This is an optimization exercise on Yosys and OpenROAD, whose aim is small area, not a production implementation.
Only simulation tests tie the RTL to the original design; equivalence was not proved.
No activity file was given, so power comes from the tool's default toggle rates.

Setup of v29:
## vending_machine
module vending_machine #(
    parameter int NUM_ITEMS    = 10,
    parameter int MAX_CLIENTS  = 100,
    parameter logic [31:0] ADMIN_PASSWORD = 32'hA5A5_F00D
)(
    input  logic               clk,
    input  logic               rst_n,
    input  logic [31:0]        regs_data_in,
    output logic [31:0]        regs_data_out,
    input  logic               regs_we,
    input  logic [7:0]         regs_addr,
    input  logic               id_valid,
    input  logic [8:0]         client_id,
    input  logic [5:0]         coin_in,
    input  logic [1:0]         currency_type,
    input  logic               coin_insert,
    input  logic [NUM_ITEMS-1:0] item_select,
    input  logic               confirm,
    input  logic               admin_mode,
    input  logic [31:0]        admin_password,
    input  logic               tamper_detect,
    input  logic               jam_detect,
    input  logic               power_loss,
    output logic                 access_error,
    output logic [NUM_ITEMS-1:0] item_out,
    output logic [31:0]          change_out,
    output logic                 no_change,
    output logic [NUM_ITEMS-1:0] item_empty,
    output logic [7:0]           client_points,
    output logic                 alarm
);
Size: roughly 4300 cells after synthesis, about 1300 flip-flops, roughly 48000 µm² of cells after synthesis.
clock: 30.0 ns
lec_check: 0
cap_margin: 20
core_margin: 2
core_utilization: 75
place_density: 0.9
slew_margin: 20
synth_hierarchical: 1
standard.sh (not shown) runs the stock make flow with config.mk's settings and CLKGATE_MAP_FILE= SYNTH_SCRIPT=/design/flow/synth_recipe.tcl, a recipe that flattens the netlist after the stock synthesis.
==> flow/flow/run.sh <==
#!/bin/bash
# Own layout flow: the standard ORFS flow (standard.sh), run with a
# private copy of the ORFS scripts in which the ABC mapping script is the
# area-oriented one in flow/abc_area.script, and with the ports buffered
# by the smallest buffer. Clock tree: clkbuf_16 leaf clusters of up to 30
# flip-flops, without dummy loads. All of make's output (every tool) goes to
# flow_make.log here; ORFS keeps each step's log under orfs/logs/.
set -euo pipefail
work=$(pwd)
rm -rf "$work/orfs_scripts"
cp -r "$FLOW_HOME/scripts" "$work/orfs_scripts"
cp "$work/flow/abc_area.script" "$work/orfs_scripts/abc_speed.script"
bash "$work/standard.sh" "SCRIPTS_DIR=$work/orfs_scripts" \
    "BUFFER_PORTS_ARGS=-buffer_cell sky130_fd_sc_hd__buf_1" \
    "CTS_ARGS=-sink_clustering_enable -repair_clock_nets -dont_use_dummy_load -buf_list sky130_fd_sc_hd__clkbuf_16 -sink_clustering_size 30 -sink_clustering_max_diameter 60" \
    finish > "$work/flow_make.log" 2>&1
==> flow/flow/abc_area.script <==
strash
dc2
dch -f
amap
strash
dc2
dch -f
amap
topo
Edits applied to the flow inputs when going from v29 to v49:
Settings: a change of PLACE_DENSITY from 0.9 to 0.75; a change of CORE_UTILIZATION from 75 to 60.
Comparing v29 against v49, there is no change at all in number of hold-slack violations in the final timing report. Cell area after placement up 300 µm² in v49 wrt v29. Against v29, cell count in v49 rose by a few percent. Total inserted antenna cells, v29 and v49: higher on v29.
diff inputs: v49 => v7
Settings: PLACE_DENSITY: 0.75 -> 0.9; SLEW_MARGIN: 20 -> 12; CORE_UTILIZATION: 60 -> 75; CAP_MARGIN: 20 -> 12.
--- a/flow/flow/run.sh
+++ b/flow/flow/run.sh
@@ -2,5 +2,5 @@
 # Own layout flow: the standard ORFS flow (standard.sh), run with a
 # private copy of the ORFS scripts in which the ABC mapping script is the
-# area-oriented one in flow/abc_area.script, and with the ports buffered
+# area-oriented one in flow/abc_area.script (deepsyn, then mapping with amap), and with the ports buffered
 # by the smallest buffer. Clock tree: clkbuf_16 leaf clusters of up to 30
 # flip-flops, without dummy loads. All of make's output (every tool) goes to
==> flow/flow/abc_area.script <==
strash
&get -n
&deepsyn -T 30
&put
dch -f
amap
topo
Notes after the runs:
- v7: full flow OK, the timing, DRC and antenna checks passed
- v7 ends up with a number of non-clock buffers that is about 0.4% lower than in v49.
- Run comparison: v49 cell with the largest stage delay on the worst path sky130_fd_sc_hd__a311oi_1; v7 cell with the largest stage delay on the worst path sky130_fd_sc_hd__nor2_1
- Delta (v7 minus v49): multi-input combinational cell count decreased by 190 relative to the old numbers; wire length of the first global-routing pass increased by 4.2% relative to the old numbers; final wirelength increased by 4.5 mm relative to the old numbers.

Starting RTL as in the previous note.
Settings: LEC_CHECK=0, CAP_MARGIN=20, CORE_MARGIN=2, CORE_UTILIZATION=70, PLACE_DENSITY=0.85, SLEW_MARGIN=20, SYNTH_HIERARCHICAL=1; clock period 30.0 ns.
==> flow/flow/run.sh <==
#!/bin/bash
# Own layout flow: the standard ORFS flow (standard.sh), run with a
# private copy of the ORFS scripts in which the ABC mapping script is the
# area-oriented one in flow/abc_area.script (deepsyn, then mapping with amap), and with the ports buffered
# by the smallest buffer. Clock tree: clkbuf_16 leaf clusters of up to 30
# flip-flops, without dummy loads. All of make's output (every tool) goes to
# flow_make.log here; ORFS keeps each step's log under orfs/logs/.
set -euo pipefail
work=$(pwd)
rm -rf "$work/orfs_scripts"
cp -r "$FLOW_HOME/scripts" "$work/orfs_scripts"
cp "$work/flow/abc_area.script" "$work/orfs_scripts/abc_speed.script"
bash "$work/standard.sh" "SCRIPTS_DIR=$work/orfs_scripts" \
    "BUFFER_PORTS_ARGS=-buffer_cell sky130_fd_sc_hd__buf_1" \
    "CTS_ARGS=-sink_clustering_enable -repair_clock_nets -dont_use_dummy_load -buf_list sky130_fd_sc_hd__clkbuf_16 -sink_clustering_size 30 -sink_clustering_max_diameter 60" \
    finish > "$work/flow_make.log" 2>&1
==> flow/flow/abc_area.script <==
strash
&get -n
&deepsyn -T 30
&put
dch -f
amap
topo
Then changed:
--- a/flow/flow/run.sh
+++ b/flow/flow/run.sh
@@ -3,3 +3,3 @@
 # private copy of the ORFS scripts in which the ABC mapping script is the
-# area-oriented one in flow/abc_area.script (deepsyn, then mapping with amap), and with the ports buffered
+# area-oriented one in flow/abc_area.script, and with the ports buffered
 # by the smallest buffer. Clock tree: clkbuf_16 leaf clusters of up to 30
==> flow/flow/abc_area.script (replaced) <==
strash
dc2
dch -f
amap
strash
dc2
dch -f
amap
topo
Outcome: Clock skew is higher by 0.017 ns. Final cell count went up by a few percent. Utilization drops by 0.47 points. Synthesized cell count rose by a few percent.
Then changed:
--- a/flow/flow/run.sh
+++ b/flow/flow/run.sh
@@ -3,3 +3,3 @@
 # private copy of the ORFS scripts in which the ABC mapping script is the
-# area-oriented one in flow/abc_area.script, and with the ports buffered
+# area-oriented one in flow/abc_area.script (deepsyn, then mapping with amap), and with the ports buffered
 # by the smallest buffer. Clock tree: clkbuf_16 leaf clusters of up to 30
==> flow/flow/abc_area.script (replaced) <==
strash
&get -n
&deepsyn -T 30
&put
dch -f
amap
topo
Settings changed: CORE_UTILIZATION 70 to 75, PLACE_DENSITY 0.85 to 0.9.
What happened: Synthesized cell count decreases by 4.1%. Design area decreases by 1.4%. Core utilization increases by 5.5 points.

run A:
Another version of the RTL of vending_machine (not shown whole).
For scale: ~4,400 cells after synthesis, about 1,300 flip-flops.
==> flow/design.v (excerpt) <==
module vending_machine #(
    parameter int NUM_ITEMS    = 10,
    parameter int MAX_CLIENTS  = 100,
    parameter logic [31:0] ADMIN_PASSWORD = 32'hA5A5_F00D
)(
    input  logic               clk,
    input  logic               rst_n,
    input  logic [31:0]        regs_data_in,
    output logic [31:0]        regs_data_out,
    input  logic               regs_we,
    input  logic [7:0]         regs_addr,
    input  logic               id_valid,
    input  logic [8:0]         client_id,
    input  logic [5:0]         coin_in,
    input  logic [1:0]         currency_type,
    input  logic               coin_insert,
    input  logic [NUM_ITEMS-1:0] item_select,
    input  logic               confirm,
    input  logic               admin_mode,
    input  logic [31:0]        admin_password,
    input  logic               tamper_detect,
    input  logic               jam_detect,
    input  logic               power_loss,
    output logic                 access_error,
    output logic [NUM_ITEMS-1:0] item_out,
    output logic [31:0]          change_out,
    output logic                 no_change,
  ...
clock: 30.0 ns
lec_check: 0
cap_margin: 20
core_margin: 2
core_utilization: 70
place_density: 0.85
slew_margin: 20
synth_hierarchical: 1
==> flow/flow/run.sh <==
#!/bin/bash
# Own layout flow: the standard ORFS flow (standard.sh), run with a
# private copy of the ORFS scripts in which the ABC mapping script is the
# area-oriented one in flow/abc_area.script, and with the ports buffered
# by the smallest buffer. Clock tree: clkbuf_16 leaf clusters of up to 30
# flip-flops, without dummy loads. All of make's output (every tool) goes to
# flow_make.log here; ORFS keeps each step's log under orfs/logs/.
set -euo pipefail
work=$(pwd)
rm -rf "$work/orfs_scripts"
cp -r "$FLOW_HOME/scripts" "$work/orfs_scripts"
cp "$work/flow/abc_area.script" "$work/orfs_scripts/abc_speed.script"
bash "$work/standard.sh" "SCRIPTS_DIR=$work/orfs_scripts" \
    "BUFFER_PORTS_ARGS=-buffer_cell sky130_fd_sc_hd__buf_1" \
    "CTS_ARGS=-sink_clustering_enable -repair_clock_nets -dont_use_dummy_load -buf_list sky130_fd_sc_hd__clkbuf_16 -sink_clustering_size 30 -sink_clustering_max_diameter 60" \
    finish > "$work/flow_make.log" 2>&1
==> flow/flow/abc_area.script <==
strash
dc2
dch -f
amap
strash
dc2
dch -f
amap
topo
--- input diff run A..run B ---
- PLACE_DENSITY: 0.85 -> 0.75
- CORE_UTILIZATION: 70 -> 60
[summary]
- Run A → run B: non-clock buffer count up 6, detailed-routed wire length on met2 went down about 0.65%, effective utilization at floorplan shrank by 10 points.
- Summary of the comparison: proportion of power drawn by the clock network is higher in run B, relative to run A.

vending_machine, a different RTL version from the one above (not shown whole).
For scale: roughly 4,500 cells after synthesis, about 1,300 flip-flops, ~200 I/O pins, ~49,000 µm² of cells after synthesis.
==> flow/design.v (excerpt) <==
module vending_machine #(
    parameter int NUM_ITEMS    = 10,
    parameter int MAX_CLIENTS  = 100,
    parameter logic [31:0] ADMIN_PASSWORD = 32'hA5A5_F00D
)(
    input  logic               clk,
    input  logic               rst_n,
    input  logic [31:0]        regs_data_in,
    output logic [31:0]        regs_data_out,
    input  logic               regs_we,
    input  logic [7:0]         regs_addr,
    input  logic               id_valid,
    input  logic [8:0]         client_id,
    input  logic [5:0]         coin_in,
    input  logic [1:0]         currency_type,
    input  logic               coin_insert,
    input  logic [NUM_ITEMS-1:0] item_select,
    input  logic               confirm,
    input  logic               admin_mode,
    input  logic [31:0]        admin_password,
    input  logic               tamper_detect,
    input  logic               jam_detect,
    input  logic               power_loss,
    output logic                 access_error,
    output logic [NUM_ITEMS-1:0] item_out,
    output logic [31:0]          change_out,
    output logic                 no_change,
    output logic [NUM_ITEMS-1:0] item_empty,
    output logic [7:0]           client_points,
    output logic                 alarm
);
==> flow/config.mk <==
export PLATFORM = sky130hd
export DESIGN_NAME = vending_machine
export DESIGN_NICKNAME = vending_machine
export VERILOG_FILES = /design/flow/design.v
export SDC_FILE = /design/flow/constraint.sdc
export NUM_CORES = 4
export LEC_CHECK = 0
export CAP_MARGIN = 20
export CORE_MARGIN = 2
export CORE_UTILIZATION = 40
export SLEW_MARGIN = 20
export SYNTH_HIERARCHICAL = 1
==> flow/constraint.sdc <==
create_clock -name core_clock -period 30.0 [get_ports {clk}]
set_input_delay 6.0000 -clock core_clock [delete_from_list [all_inputs] [get_ports {clk}]]
set_output_delay 6.0000 -clock core_clock [all_outputs]
set_load 0.01 [all_outputs]
Scripts as last shown in full above: flow/flow/run.sh, flow/flow/abc_area.script
The baseline completed without violations.
Then changed:
--- a/flow/config.mk
+++ b/flow/config.mk
@@ -9,3 +9,4 @@
 export CORE_MARGIN = 2
-export CORE_UTILIZATION = 40
+export CORE_UTILIZATION = 60
+export PLACE_DENSITY = 0.75
 export SLEW_MARGIN = 20
Design area drops by 2.2%. Clock power drops by about 10%. Utilization climbs by 21 points. Via count climbs by 2.1%. Synthesized cell count stays the same. Wire length drops by 4.1%. Power drops by 3.9%. Combinational power drops by 3.0%. Critical path depth stays the same. Worst setup slack gets worse by 27 ps. First-iteration DRC count climbs by 10%.

[afterwards: timing with drivers on the ports]
In the flow no input, the clock included, has a driving cell. The finished layouts below were timed again as built, in two steps. Step 1 assumes that a clkbuf_16 drives the clock port and a buf_2 every other input. Step 2 also shifts input and output timing later by t, the mid clock arrival at the registers, as if the neighbouring blocks saw the same clock. Three values: ideal, step 1, step 2; two values: the first two.
| run | t (ns) | setup WS [ns] | worst setup path after step 2 | slew at the worst register clock pin (ns) | cell pins on the clock port's net |
|---|---|---|---|---|---|
| v29 | 0.716 | 12.277 / 12.277 / 12.277 | register to register | 0.12 / 0.12 | 1 |
| v49 | 0.685 | 12.287 / 12.287 / 12.287 | register to register | 0.11 / 0.11 | 1 |
| v7 | 0.703 | 11.318 / 11.318 / 11.318 | register to register | 0.12 / 0.12 | 1 |
| the first run of note 2 | 0.689 | 11.673 / 11.673 / 11.673 | register to register | 0.11 / 0.11 | 1 |
| the second run of note 2 | 0.675 | 12.352 / 12.352 / 12.352 | register to register | 0.11 / 0.11 | 1 |
| the third run of note 2 | 0.706 | 11.404 / 11.404 / 11.404 | register to register | 0.11 / 0.11 | 1 |
| run A | 0.684 | 11.863 / 11.863 / 11.863 | register to register | 0.11 / 0.11 | 1 |
| run B | 0.698 | 11.848 / 11.848 / 11.848 | register to register | 0.11 / 0.11 | 1 |
| the first run of note 4 | 0.783 | 11.820 / 11.820 / 11.820 | register to register | 0.11 / 0.11 | 1 |
| the second run of note 4 | 0.694 | 11.793 / 11.793 / 11.793 | register to register | 0.11 / 0.11 | 1 |
After both steps every run listed still meets setup and hold.
